From an optimization exercise on the open Yosys and OpenROAD flow, aimed at small area and a short achievable clock period; shortcuts taken in it are not production practice.
Function was checked by simulation only, so behaviour that the tests miss may differ from the original.
Power and IR drop assume default switching activity.

--- flow/design.v ---
`default_nettype none
`timescale 1ps/1ps
module wbbram_ao22 (input wire a1, a2, b1, b2, output wire y);
    assign y = (a1 & a2) | (b1 & b2);
endmodule
module wbbram_aoi222 (input wire a1, a2, b1, b2, c1, c2, output wire y);
    assign y = ~((a1 & a2) | (b1 & b2) | (c1 & c2));
endmodule
module wbbram_aoi22 (input wire a1, a2, b1, b2, output wire y);
    assign y = ~((a1 & a2) | (b1 & b2));
endmodule
module wbbram_nand2 (input wire a, b, output wire y);
    assign y = ~(a & b);
endmodule
module wbbram_nor2 (input wire a, b, output wire y);
    assign y = ~(a | b);
endmodule
module wbbram_nand4 (input wire a, b, c, d, output wire y);
    assign y = ~(a & b & c & d);
endmodule
module wbbram_nand3 (input wire a, b, c, output wire y);
    assign y = ~(a & b & c);
endmodule
module wbbram_nor4 (input wire a, b, c, d, output wire y);
    assign y = ~(a | b | c | d);
endmodule
module wbbram_nor3 (input wire a, b, c, output wire y);
    assign y = ~(a | b | c);
endmodule
module wbbram_rdbit (
    input  wire [127:0] sel,
    input  wire [127:0] bits,
    output wire         y
);
    wire [42:0] g_n;
    for (genvar g = 0; g < 42; g++) begin : g_l1
        wbbram_aoi222 u (.a1(sel[3*g]), .a2(bits[3*g]), .b1(sel[3*g+1]), .b2(bits[3*g+1]),
                         .c1(sel[3*g+2]), .c2(bits[3*g+2]), .y(g_n[g]));
    end
    wbbram_aoi22 u_l1_last (.a1(sel[126]), .a2(bits[126]), .b1(sel[127]), .b2(bits[127]), .y(g_n[42]));
    wire [10:0] h;
    for (genvar g = 0; g < 10; g++) begin : g_l2
        wbbram_nand4 u (.a(g_n[4*g]), .b(g_n[4*g+1]), .c(g_n[4*g+2]), .d(g_n[4*g+3]), .y(h[g]));
    end
    wbbram_nand3 u_l2_last (.a(g_n[40]), .b(g_n[41]), .c(g_n[42]), .y(h[10]));
    wire [2:0] j_n;
    wbbram_nor4 u_l3_0 (.a(h[0]), .b(h[1]), .c(h[2]),  .d(h[3]), .y(j_n[0]));
    wbbram_nor4 u_l3_1 (.a(h[4]), .b(h[5]), .c(h[6]),  .d(h[7]), .y(j_n[1]));
    wbbram_nor3 u_l3_2 (.a(h[8]), .b(h[9]), .c(h[10]), .y(j_n[2]));
    wbbram_nand3 u_l4 (.a(j_n[0]), .b(j_n[1]), .c(j_n[2]), .y(y));
endmodule
module wbDualPortBRAM #(
    parameter ADDR_WIDTH = 7,
    parameter DATA_WIDTH = 32,
    localparam MEM_SIZE   = (1 << ADDR_WIDTH)
) (
    input wire                            i_clk,
    input wire                            i_rst,
    input wire                            i_wb_cyc,
    input wire                            i_wb_stb,
    input wire                            i_wb_we,
    input wire [ADDR_WIDTH-1:0]           i_wb_adr,
    input wire [DATA_WIDTH-1:0]           i_wb_dat,
    input wire [DATA_WIDTH/8-1:0]         i_wb_sel,
    output reg                            o_wb_ack,
    output reg [DATA_WIDTH-1:0]           o_wb_dat,
    output reg                            o_wb_err
);
    localparam NB = DATA_WIDTH/8;
    logic [MEM_SIZE-1:0][DATA_WIDTH-1:0] mem;
    logic                  ack_q;
    logic [MEM_SIZE-1:0]   rsel_q;      
    assign o_wb_err = 1'b0;
    wire req = i_wb_stb && i_wb_cyc;
    always_ff @(posedge i_clk or posedge i_rst) begin
        if (i_rst) begin
            ack_q    <= 1'b0;
            o_wb_ack <= 1'b0;
        end else begin
            ack_q    <= req;
            o_wb_ack <= ack_q;
        end
    end
    wire [NB-1:0] wbe = i_wb_sel & {NB{req && i_wb_we && !i_rst}};
    wire [15:0] hi, hi_n;
    wire [7:0]  lo_n;
    for (genvar h = 0; h < 16; h++) begin : g_hi
        assign hi[h]   = (i_wb_adr[6:3] == h);
        assign hi_n[h] = ~hi[h];
    end
    wire [7:0][NB-1:0] lob, lob_n;
    for (genvar l = 0; l < 8; l++) begin : g_lo
        assign lo_n[l] = ~(i_wb_adr[2:0] == l);
        for (genvar b = 0; b < NB; b++) begin : g_b
            assign lob[l][b]   = (i_wb_adr[2:0] == l) & wbe[b];
            assign lob_n[l][b] = ~lob[l][b];
        end
    end
    logic [MEM_SIZE-1:0][DATA_WIDTH-1:0] mem_d;
    logic [MEM_SIZE-1:0] dec;           
    for (genvar w = 0; w < MEM_SIZE; w++) begin : g_word
        wbbram_nor2 u_dec (.a(hi_n[w/8]), .b(lo_n[w%8]), .y(dec[w]));
        for (genvar b = 0; b < NB; b++) begin : g_byte
            wire load, keep;
            wbbram_nor2  u_ld (.a(hi_n[w/8]), .b(lob_n[w%8][b]), .y(load));
            wbbram_nand2 u_kp (.a(hi[w/8]),   .b(lob[w%8][b]),   .y(keep));
            for (genvar i = 0; i < 8; i++) begin : g_bit
                wbbram_ao22 u_nx (.a1(mem[w][b*8+i]), .a2(keep), .b1(i_wb_dat[b*8+i]), .b2(load),
                                  .y(mem_d[w][b*8+i]));
            end
        end
    end
    always_ff @(posedge i_clk)
        mem <= mem_d;
    always_ff @(posedge i_clk)
        rsel_q <= dec;
    logic [DATA_WIDTH-1:0] rd;
    for (genvar i = 0; i < DATA_WIDTH; i++) begin : g_rd
        wire [MEM_SIZE-1:0] col;
        for (genvar w = 0; w < MEM_SIZE; w++) begin : g_col
            assign col[w] = mem[w][i];
        end
        wbbram_rdbit u_rd (.sel(rsel_q), .bits(col), .y(rd[i]));
    end
    always_ff @(posedge i_clk)
        o_wb_dat <= rd;
endmodule
--- flow/flow/run.sh ---
#!/bin/bash
set -euo pipefail
MARGIN=$(cat flow/setup_margin.txt)
bash standard.sh SETUP_SLACK_MARGIN=0 synth floorplan > flow_1_synth_floorplan.log 2>&1
bash standard.sh SETUP_SLACK_MARGIN="$MARGIN" finish > flow_2_place_to_finish.log 2>&1
--- flow/flow/setup_margin.txt ---
3.7
--- flow/standard.sh ---
#!/bin/bash
# synth_recipe.tcl (not shown) runs the flow's synth.tcl, then flattens the netlist and writes it again
# the make line also repeats each setting of config.mk as NAME=value (left out here)
make -C /OpenROAD-flow-scripts/flow DESIGN_CONFIG=/design/flow/config.mk WORK_HOME=/design/flow/orfs CLKGATE_MAP_FILE= SYNTH_SCRIPT=/design/flow/synth_recipe.tcl "${@:-finish}"
--- flow/config.mk ---
export PLATFORM = sky130hd
export DESIGN_NAME = wbDualPortBRAM
export DESIGN_NICKNAME = wbDualPortBRAM
export VERILOG_FILES = /design/flow/design.v
export SDC_FILE = /design/flow/constraint.sdc
export NUM_CORES = 4
export LEC_CHECK = 0
export CAP_MARGIN = 20
export CELL_PAD_IN_SITES_DETAIL_PLACEMENT = 1
export CELL_PAD_IN_SITES_GLOBAL_PLACEMENT = 2
export CORE_MARGIN = 2
export CORE_UTILIZATION = 62
export CTS_BUF_LIST = sky130_fd_sc_hd__clkbuf_16
export CTS_CLUSTER_DIAMETER = 60
export CTS_CLUSTER_SIZE = 30
export PLACE_DENSITY = 0.75
export SLEW_MARGIN = 20
export SYNTH_HIERARCHICAL = 1
--- flow/constraint.sdc ---
create_clock -name core_clock -period 6.5 [get_ports {i_clk}]
set_input_delay 1.3000 -clock core_clock [delete_from_list [all_inputs] [get_ports {i_clk}]]
set_output_delay 1.3000 -clock core_clock [all_outputs]
set_load 0.01 [all_outputs]
==> impl_metrics.ini, run 1 <==
[yosys]
syn_area_um2 = 143700
synth.avg_cell_area_um2 = 12.47
ys_warn_count = 8
synth_cells = 11520
ys_types = 29
syn_nets = 11570
synth-seq-area-share = 0.5934
ys_ff_latch = 4258

[run_status]
error = [ERROR GPL-0301] Utilization 102.224 % exceeds 100%.
status = aborted with a tool error
stop_stage = global placement without I/O

[floorplan]
die_h_um = 485.4
start_util = 0.6243
die_x_um = 485.4
rows = 176
-- synth_stat cells --
library cell  number  area share
nor3_2            32      0.0022
buf_4              4     0.00021
a222oi_1        1344       0.094
dfrtp_1            2     0.00035
and4b_1            1    0.000070
nor4_1             1    0.000044
and4_1             4     0.00024
nand4b_4           1     0.00017
and2_1             2    0.000087
dfxtp_1         4256        0.59
buf_2             12     0.00042
nand2_1          530       0.014
nand3_1           86      0.0030
or3_1              9     0.00039
conb_1             1    0.000026
nor2b_1            9     0.00039
a22o_1          4096        0.25
a22oi_2           32      0.0028
nor4_2            68      0.0059
inv_1              3    0.000078
nor2_1           651       0.017
and3_1             8     0.00035
nor3_1            22     0.00077
nand4_1          329       0.014
nand2b_1          12     0.00052
and2b_4            1    0.000070
buf_6              2     0.00016
nand2_4            1    0.000078
clkbuf_1           2    0.000052
-- Yosys stat by module, one instance, submodules excluded, a selection --
module / area (um2) / flip-flops and latches / cells / times used
wbbram_aoi22: 12.51 / 0 / 1 / 32
wbbram_nand3: 5.005 / 0 / 1 / 64
wbbram_ao22: 8.758 / 0 / 1 / 4096
wbbram_nor4: 12.51 / 0 / 1 / 64
wbbram_nor2: 3.754 / 0 / 1 / 640
wbbram_nand2: 3.754 / 0 / 1 / 512
wbDualPortBRAM: 86170 / 4258 / 4417 / 1
wbbram_nor3: 10.01 / 0 / 1 / 32
wbbram_nand4: 6.256 / 0 / 1 / 320
wbbram_aoi222: 10.01 / 0 / 1 / 1344
-- kinds of logic after synthesis --
group	count (synthesis)	synth area share
flip-flops	4258	0.5934
buffers and inverters	23	0.0009145
AO/OA/AOI/OAI	5472	0.3461
other	1	0.00002610
AND/OR/NAND/NOR	1767	0.05951
==> run 2, diff against run 1 <==
--- a/flow/design.v
+++ b/flow/design.v
@@ -2,9 +2,6 @@
 `timescale 1ps/1ps
 module wbbram_ao22 (input wire a1, a2, b1, b2, output wire y);
     assign y = (a1 & a2) | (b1 & b2);
-endmodule
-module wbbram_aoi222 (input wire a1, a2, b1, b2, c1, c2, output wire y);
-    assign y = ~((a1 & a2) | (b1 & b2) | (c1 & c2));
 endmodule
 module wbbram_aoi22 (input wire a1, a2, b1, b2, output wire y);
     assign y = ~((a1 & a2) | (b1 & b2));
@@ -18,36 +15,28 @@
 module wbbram_nand4 (input wire a, b, c, d, output wire y);
     assign y = ~(a & b & c & d);
 endmodule
-module wbbram_nand3 (input wire a, b, c, output wire y);
-    assign y = ~(a & b & c);
-endmodule
 module wbbram_nor4 (input wire a, b, c, d, output wire y);
     assign y = ~(a | b | c | d);
-endmodule
-module wbbram_nor3 (input wire a, b, c, output wire y);
-    assign y = ~(a | b | c);
 endmodule
 module wbbram_rdbit (
     input  wire [127:0] sel,
     input  wire [127:0] bits,
     output wire         y
 );
-    wire [42:0] g_n;
-    for (genvar g = 0; g < 42; g++) begin : g_l1
-        wbbram_aoi222 u (.a1(sel[3*g]), .a2(bits[3*g]), .b1(sel[3*g+1]), .b2(bits[3*g+1]),
-                         .c1(sel[3*g+2]), .c2(bits[3*g+2]), .y(g_n[g]));
+    wire [63:0] g_n;
+    for (genvar g = 0; g < 64; g++) begin : g_l1
+        wbbram_aoi22 u (.a1(sel[2*g]), .a2(bits[2*g]), .b1(sel[2*g+1]), .b2(bits[2*g+1]),
+                        .y(g_n[g]));
     end
-    wbbram_aoi22 u_l1_last (.a1(sel[126]), .a2(bits[126]), .b1(sel[127]), .b2(bits[127]), .y(g_n[42]));
-    wire [10:0] h;
-    for (genvar g = 0; g < 10; g++) begin : g_l2
+    wire [15:0] h;
+    for (genvar g = 0; g < 16; g++) begin : g_l2
         wbbram_nand4 u (.a(g_n[4*g]), .b(g_n[4*g+1]), .c(g_n[4*g+2]), .d(g_n[4*g+3]), .y(h[g]));
     end
-    wbbram_nand3 u_l2_last (.a(g_n[40]), .b(g_n[41]), .c(g_n[42]), .y(h[10]));
-    wire [2:0] j_n;
-    wbbram_nor4 u_l3_0 (.a(h[0]), .b(h[1]), .c(h[2]),  .d(h[3]), .y(j_n[0]));
-    wbbram_nor4 u_l3_1 (.a(h[4]), .b(h[5]), .c(h[6]),  .d(h[7]), .y(j_n[1]));
-    wbbram_nor3 u_l3_2 (.a(h[8]), .b(h[9]), .c(h[10]), .y(j_n[2]));
-    wbbram_nand3 u_l4 (.a(j_n[0]), .b(j_n[1]), .c(j_n[2]), .y(y));
+    wire [3:0] j_n;
+    for (genvar g = 0; g < 4; g++) begin : g_l3
+        wbbram_nor4 u (.a(h[4*g]), .b(h[4*g+1]), .c(h[4*g+2]), .d(h[4*g+3]), .y(j_n[g]));
+    end
+    wbbram_nand4 u_l4 (.a(j_n[0]), .b(j_n[1]), .c(j_n[2]), .d(j_n[3]), .y(y));
 endmodule
 module wbDualPortBRAM #(
     parameter ADDR_WIDTH = 7,
==> flow/flow/run.sh (replaced) <==
#!/bin/bash
set -euo pipefail
MARGIN=$(cat flow/setup_margin.txt)
bash standard.sh ABC_LOAD_IN_FF=1 SETUP_SLACK_MARGIN=0 synth floorplan > flow_1_synth_floorplan.log 2>&1
bash standard.sh SETUP_SLACK_MARGIN="$MARGIN" finish > flow_2_place_to_finish.log 2>&1
==> flow/flow/setup_margin.txt (replaced) <==
3.75
--- a/flow/config.mk
+++ b/flow/config.mk
@@ -7,12 +7,12 @@
 export LEC_CHECK = 0
 export CAP_MARGIN = 20
 export CELL_PAD_IN_SITES_DETAIL_PLACEMENT = 1
-export CELL_PAD_IN_SITES_GLOBAL_PLACEMENT = 2
+export CELL_PAD_IN_SITES_GLOBAL_PLACEMENT = 1
 export CORE_MARGIN = 2
-export CORE_UTILIZATION = 62
+export CORE_UTILIZATION = 56
 export CTS_BUF_LIST = sky130_fd_sc_hd__clkbuf_16
 export CTS_CLUSTER_DIAMETER = 60
 export CTS_CLUSTER_SIZE = 30
-export PLACE_DENSITY = 0.75
+export PLACE_DENSITY = 0.7
 export SLEW_MARGIN = 20
 export SYNTH_HIERARCHICAL = 1
==> impl_metrics.ini, run 2 <==
[yosys]
synth_compound_area_frac = 0.3512
yosys-top-cells-area = dfxtp_1, a22o_1, a22oi_1, nand4_1, nor2_1
synth_mux_area_frac = 0
synth_fa_ha_area_frac = 0
synth_area_leader_cell = dfxtp_1
syn_nets = 12430
synth-seq-area-share = 0.5842
synth-edff-count = 0
netlist.area_leader.share = 0.5838
yosysMostFrequentCell = dfxtp_1
ys_ff_latch = 4258
synth_cells = 12390
synth_top_family_by_area = compound AO/OA/AOI/OAI gates
synthFlopType = dfxtp_1
synth_xor_area_frac = 0
synth.avg_cell_area_um2 = 11.78
synth-simple-area-share = 0.06362
syn_area_um2 = 145900
ys_warn_count = 8
async_flop_share = 0.0004697
ys_types = 27
synth_common_cells = dfxtp_1, a22o_1, a22oi_1

[critical_path]
worstReg2RegStart = rsel_q[123]
end_kind = flop
crit_required_ns = 7.22
arrival_ns = 3.72
crit_fanout = 17
startpoint_type = flop
crit_start = rsel_q[123]
crit_type = reg2reg

[pwr]
internal_power_mw = 34.52
p_leak_nw = 59.74
comb_power_share = 0.028
clock_power_share = 0.399
p_switching_mw = 11.62
p_sw_frac = 0.2518
seqPwrFrac = 0.573
powerDensity_nw_per_um2 = 279.1
max-vdd-ir-drop_mv = 0.2687

[clock_network]
ctsLongestPathBuffers = 4
htree_levels = 4
clkSlewWorstSetupHoldPaths_ns = 0.12
postCtsHoldBufs = 0
cts_root_buffer = clkbuf_16
clk_latency_ns = 0.98
cts_buffers = 241
cts_tree = yes
clkSinkCount = 4258

[floorplan]
rows = 187
start_util = 0.5624
core_area_um2 = 259500
die_h_um = 514.5
die_area_um2 = 264700
io_pins = 82
die_x_um = 514.5

[route]
routed_wl_um = 599800
dr.pass1.iters = 9
viasPerCell = 7.609
vias = 127300
wl_per_cell_um = 35.86
drcViolationCount = 0
postRouteAntennaNets = 0
drt_iter0_drc = 16430

[cells_and_area]
top_register = mem
largest_reg_flops = 4096
drive_gt1_frac = 0.1103
area_growth_pct = 13.28
final_cell_mix = dfxtp_1, a22o_1, a22oi_1
finalNetCount = 13140
final_common_cell = dfxtp_1
fillers = 25730
final_util = 0.6371
top_regs = mem x4096, rsel_q x128, o_wb_dat x32

[sta]
tightestPinTransition_ns = 1.278
rsz0062_at_grt = yes
max_slew_margin = 0.1478
setup_viol = 0
skew_ns = 0.03493
finalCritPeriodShare = 0.4616
min_period_ns = 3.000
slew_viol_final = 0
setup_slack_ns = 3.500
hold_viol_final = 0
tns_ns = 0
timing.fmax_mhz = 333.3

[run_status]
status = timing/DRC/antenna clean

[global_route]
grt_max_degree = 119
grt-ovfl-total = 0
first_global_vias = 125400
antenna_found_initial = 37
grt_pass1_wl_um = 866800
gr-usage-all-layers = 0.4329

[placed_design]
dp_hpwl_um = 394100
place_congestion = 0.9765
portBuffers = 80
place_ws_ns = 1.763

[worst_hold_path]
min_from = ack_q
hold_path.class = reg2reg

[flow_run]
drv_cap = 0
## run 2: changes by cell type after synthesis, sizes merged
cell / delta
a22oi: +2016
a222oi: -1344
nand4: +224
nand3: -64
nor4: +64
nor3: -32
## run 2: per-layer routing
layer  wire length, um  GRT usage  share of wire  up-vias
met5                71          0        0.00012        -
met4             35190     0.2346          0.059       10
met3             61630     0.1016           0.10     1728
met2            269000     0.6698           0.45     7592
met1            233900     0.5600           0.39    64740
li1                  -          -              -    53190
## run 2: final timing paths
| path | to | slack [ns] | cells past startpoint |
|---|---|---|---|
| setup / recovery | o_wb_dat[15] | 3.50 | 5 |
| min in group asynchronous | o_wb_ack | 0.52 | 2 |
| hold reg to reg | o_wb_ack | 0.36 | 0 |
| hold / removal | o_wb_ack | 0.36 | 0 |
| max in group asynchronous | ack_q | 5.86 | 2 |
| setup reg to reg | o_wb_dat[15] | 3.50 | 5 |
## run 2: worst max-delay path: stages (launching register included)
cell	delay, ns
dfxtp_1	0.54
buf_4	0.34
a22oi_1	0.26
nand4_1	0.26
nor4_1	0.96
nand4_1	0.38
## run 2: area by class of cell
cell class | count | area, um2 | area share
Clock inverter | 201 | 2751 | 0.01664
Inverter | 3 | 15.01 | 0.00009082
Antenna cell | 29 | 72.57 | 0.0004390
Clock buffer | 243 | 6081 | 0.03678
Timing Repair Buffer | 479 | 4279 | 0.02588
Sequential cell | 4258 | 85320 | 0.5161
Multi-Input combinational cell | 8109 | 62540 | 0.3783
Tap cell | 3402 | 4257 | 0.02575
## run 2: stage by stage
stage	area, um2	total power [mW]	instances	hold WS, ns
5_1_grt	165300	47.13	16720	0.3737
4_1_cts	164400	46.10	16690	0.3620
6_report	165300	46.14	16720	0.3606
2_1_floorplan	145900	27.30	12390	0.3312
3_3_place_gp	153900	28.16	16190	0.3387
3_5_place_dp	153900	28.22	16200	0.3451
## run 2: Yosys stat by module (local to each module, per instance), excerpt
module          cells inside  copies in the design
wbDualPortBRAM          4417                     1
wbbram_aoi22               1                  2048
wbbram_nand2               1                   512
wbbram_nor4                1                   128
wbbram_ao22                1                  4096
wbbram_nor2                1                   640
wbbram_nand4               1                   544
## run 2: repair_timing
| action | 4_1_cts | 5_1_grt |
|---|---|---|
| cloned | 5 | 0 |
| buffers inserted | 42 | 6 |
| setup endpoints to repair | 4170 | 3042 |
| pin swaps | 13 | 3 |
| gates resized for setup | 581 | 217 |
## run 2: cell families after synthesis
| kind of cell | count (synthesis) |
|---|---|
| buf+inv | 23 |
| simple gates | 1959 |
| compound gates | 6144 |
| flops | 4258 |
| other cells | 1 |
## run 2: power by group through the flow
stage	Combinational (mW)	Clock, mW	Sequential [mW]
after detailed placement	1.18	0	27.0
after floorplan	0.291	0	27.0
after global routing	1.30	19.4	26.5
after global placement	1.14	0	27.0
after CTS	1.23	18.4	26.4
final	1.31	18.4	26.4
==> run 3, diff against run 2 <==
--- a/flow/design.v
+++ b/flow/design.v
@@ -15,13 +15,10 @@
 module wbbram_nand4 (input wire a, b, c, d, output wire y);
     assign y = ~(a & b & c & d);
 endmodule
-module wbbram_nor4 (input wire a, b, c, d, output wire y);
-    assign y = ~(a | b | c | d);
-endmodule
 module wbbram_rdbit (
     input  wire [127:0] sel,
     input  wire [127:0] bits,
-    output wire         y
+    output wire         y_n
 );
     wire [63:0] g_n;
     for (genvar g = 0; g < 64; g++) begin : g_l1
@@ -32,11 +29,15 @@
     for (genvar g = 0; g < 16; g++) begin : g_l2
         wbbram_nand4 u (.a(g_n[4*g]), .b(g_n[4*g+1]), .c(g_n[4*g+2]), .d(g_n[4*g+3]), .y(h[g]));
     end
-    wire [3:0] j_n;
-    for (genvar g = 0; g < 4; g++) begin : g_l3
-        wbbram_nor4 u (.a(h[4*g]), .b(h[4*g+1]), .c(h[4*g+2]), .d(h[4*g+3]), .y(j_n[g]));
+    wire [7:0] j_n;
+    for (genvar g = 0; g < 8; g++) begin : g_l3
+        wbbram_nor2 u (.a(h[2*g]), .b(h[2*g+1]), .y(j_n[g]));
     end
-    wbbram_nand4 u_l4 (.a(j_n[0]), .b(j_n[1]), .c(j_n[2]), .d(j_n[3]), .y(y));
+    wire [1:0] k;
+    for (genvar g = 0; g < 2; g++) begin : g_l4
+        wbbram_nand4 u (.a(j_n[4*g]), .b(j_n[4*g+1]), .c(j_n[4*g+2]), .d(j_n[4*g+3]), .y(k[g]));
+    end
+    wbbram_nor2 u_l5 (.a(k[0]), .b(k[1]), .y(y_n));
 endmodule
 module wbDualPortBRAM #(
     parameter ADDR_WIDTH = 7,
@@ -103,14 +104,14 @@
         mem <= mem_d;
     always_ff @(posedge i_clk)
         rsel_q <= dec;
-    logic [DATA_WIDTH-1:0] rd;
+    logic [DATA_WIDTH-1:0] rd_n;
     for (genvar i = 0; i < DATA_WIDTH; i++) begin : g_rd
         wire [MEM_SIZE-1:0] col;
         for (genvar w = 0; w < MEM_SIZE; w++) begin : g_col
             assign col[w] = mem[w][i];
         end
-        wbbram_rdbit u_rd (.sel(rsel_q), .bits(col), .y(rd[i]));
+        wbbram_rdbit u_rd (.sel(rsel_q), .bits(col), .y_n(rd_n[i]));
     end
     always_ff @(posedge i_clk)
-        o_wb_dat <= rd;
+        o_wb_dat <= ~rd_n;
 endmodule
==> impl_metrics.ini, run 3 <==
[clock_network]
cts_buffers = 235
clkSlewWorstSetupHoldPaths_ns = 0.11
cts_root_buffer = clkbuf_16
clk_latency_ns = 1.01
cts_tree = yes
htree_levels = 4
clkSinkCount = 4258
ctsLongestPathBuffers = 4
postCtsHoldBufs = 0

[floorplan]
io_pins = 82
die_x_um = 515.4
start_util = 0.5635
die_area_um2 = 265700
rows = 187
die_h_um = 515.4
core_area_um2 = 259900

[pwr]
total_power_mw = 45.74
p_switching_mw = 11.43
internal_power_mw = 34.31
clock_power_share = 0.393
p_leak_nw = 60.15
powerDensity_nw_per_um2 = 273.7
max-vdd-ir-drop_mv = 0.2769
p_sw_frac = 0.2499
seqPwrFrac = 0.578
comb_power_share = 0.029

[cells_and_area]
final_cell_mix = dfxtp_1, a22o_1, a22oi_1
top_regs = mem x4096, rsel_q x128, o_wb_dat x32
top_register = mem
fillers = 25650
finalNetCount = 13290
finalInstanceArea_um2 = 167100
largest_reg_flops = 4096
final_common_cell = dfxtp_1
seqCellArea_um2 = 85310
multi_input_area_um2 = 64210
area_growth_pct = 14.10
drive_gt1_frac = 0.1171

[yosys]
synth-simple-area-share = 0.06654
yosys-top-cells-area = dfxtp_1, a22o_1, a22oi_1, nand4_1, nor2_1
synth.avg_cell_area_um2 = 11.62
synth_compound_area_frac = 0.3499
synth_cells = 12610
synth-edff-count = 0
synth_fa_ha_area_frac = 0
syn_nets = 12650
synthFlopType = dfxtp_1
synth_top_family_by_area = compound AO/OA/AOI/OAI gates
synth_mux_area_frac = 0
yosysMostFrequentCell = dfxtp_1
ys_warn_count = 8
synth_area_leader_cell = dfxtp_1
syn_area_um2 = 146500
async_flop_share = 0.0004697
synth-seq-area-share = 0.5820
netlist.area_leader.share = 0.5817
ys_types = 29
ys_ff_latch = 4258
synth_xor_area_frac = 0
synth_common_cells = dfxtp_1, a22o_1, a22oi_1

[sta]
max_slew_margin = 0.2064
fin_worst_hold_slack_ns = 0.3653
skew_ns = 0.04260
rsz0062_at_grt = yes
tns_ns = 0
timing.fmax_mhz = 320.6
setup_viol = 0
finalCritPeriodShare = 0.4798
slew_viol_final = 0
min_period_ns = 3.119
hold_viol_final = 0
tightestPinTransition_ns = 1.190

[global_route]
antenna_found_initial = 47
first_global_vias = 128600
grt-ovfl-total = 0
gr-usage-all-layers = 0.4481
grt_pass1_wl_um = 891300
grt_max_degree = 100

[critical_path]
slowest_delay_ns = 0.64
arrival_ns = 1.82
path_cells = buf_6
crit_fanout = 1
r2r_setup_slack_ns = 3.51
crit_required_ns = 5.20
slowest_stage = dfrtp_4
startpoint_type = flop
critPathBufInv = 1
crit_type = reg2out
end_kind = primary output
critPathTopFamily = flip-flops

[route]
met3WireLength_um = 73310
topRoutingLayerUsed = met5
wl_met1_um = 238300
drt_iter0_drc = 17480
vias = 129700
route.met2.wl_um = 272700
routed_wl_um = 636100
drcViolationCount = 0
wl_per_cell_um = 37.52
viasPerCell = 7.651
dr.pass1.iters = 7
postRouteAntennaNets = 0

[flow_run]
drv_cap = 0

[worst_hold_path]
hold_path.class = reg2reg

[run_status]
status = timing/DRC/antenna clean

[placed_design]
place_congestion = 0.9592
dp_hpwl_um = 399100
place_area_um2 = 154200
portBuffers = 80
-- run 3: cell families after synthesis --
logic type | Yosys count
other | 1
AOI/OAI and AO/OA | 6144
and+or+nand+nor | 2150
buffers and inverters | 53
DFF | 4258
-- run 3: through the flow --
step / std cells / util / setup WS [ns]
2_1_floorplan: 12610 / - / 0.4991
3_3_place_gp: 16430 / 0.5931 / 1.726
3_5_place_dp: 16430 / 0.5931 / 1.640
4_1_cts: 16880 / 0.6323 / 3.387
5_1_grt: 16950 / 0.6428 / 3.377
6_report: 16950 / 0.6429 / 3.381
-- run 3: Yosys stat by module (local to each module, per instance), a selection --
module / copies in the design / cells / flip-flops and latches
wbbram_nand4: 576 / 1 / 0
wbbram_nand2: 512 / 1 / 0
wbbram_nor2: 928 / 1 / 0
wbDualPortBRAM: 1 / 4446 / 4258
wbbram_aoi22: 2048 / 1 / 0
wbbram_ao22: 4096 / 1 / 0
-- run 3: worst paths after layout --
| check | start | to | cells past startpoint |
|---|---|---|---|
| min reg2reg | ack_q | o_wb_ack | 0 |
| max in group asynchronous | i_rst | ack_q | 2 |
| min in group asynchronous | i_rst | o_wb_ack | 2 |
| max | o_wb_ack | o_wb_ack | 1 |
| min | ack_q | o_wb_ack | 0 |
| max reg2reg | rsel_q[13] | o_wb_dat[20] | 7 |
-- run 3: power by group through the flow --
stage                     Clock [mW]  Sequential [mW]  Combinational (mW)
after floorplan                    0             27.0               0.289
after global routing            18.9             26.5                1.32
after detailed placement           0             27.0                1.20
final                           18.0             26.4                1.34
after global placement             0             27.0                1.16
after CTS                       17.9             26.4                1.23
-- run 3: worst register-to-register path: cells and delay by family, from the launching register on --
family | cells | cell delay, ns
buffers and inverters | 2 | 0.50
AND/OR/NAND/NOR | 4 | 1.45
flip-flops | 1 | 0.62
AO/OA/AOI/OAI | 1 | 0.25
-- run 3: metal layers --
layer | global-route usage | vias up
li1 | - | 53410
met1 | 0.5653 | 65810
met2 | 0.6714 | 8331
met3 | 0.1121 | 2131
met4 | 0.3152 | 32
met5 | 0 | -
-- run 3: area by class of cell --
class,instances,area share
multi-input combinational,8296,0.3842
timing repair buffer,413,0.02754
clock buffer,238,0.03564
tap,3496,0.02617
inverter,35,0.0007861
clock inverter,197,0.01485
antenna,21,0.0003144
sequential,4258,0.5105
-- run 3: what timing repair did --
item | in CTS | in global routing
pin swaps | 19 | 33
resized for setup | 701 | 537
endpoints found under the setup margin | 4225 | 4047
cloned | 0 | 12
buffers inserted | 13 | 41

re-timing with driven ports:
In the flow no input, the clock included, has a driving cell. The finished layouts below were timed again as built, in two steps. Step 1, drivers: a clkbuf_16 drives i_clk and a buf_2 each remaining input, both assumed. Step 2, shift: input delay + t, output delay - t, t = (earliest + latest rising clock arrival at the registers) / 2. This alone moves slack from input paths to output paths. Three values: no drivers, after step 1, after step 2; two values: the first two.
run | t (ns) | setup WS [ns] | clock arrival spread, ns | pins driven straight from the clock port
run 2 | 1.062 | 3.500 / 3.476 / 2.413 | 0.051 / 0.051 | 1
run 3 | 1.099 | 3.381 / 3.269 / 2.321 | 0.050 / 0.050 | 1
After both steps every run listed still meets setup and hold. For run 2, which loses most, drivers alone change the setup slack by -0.024 ns; drivers and shift together by -1.087 ns.
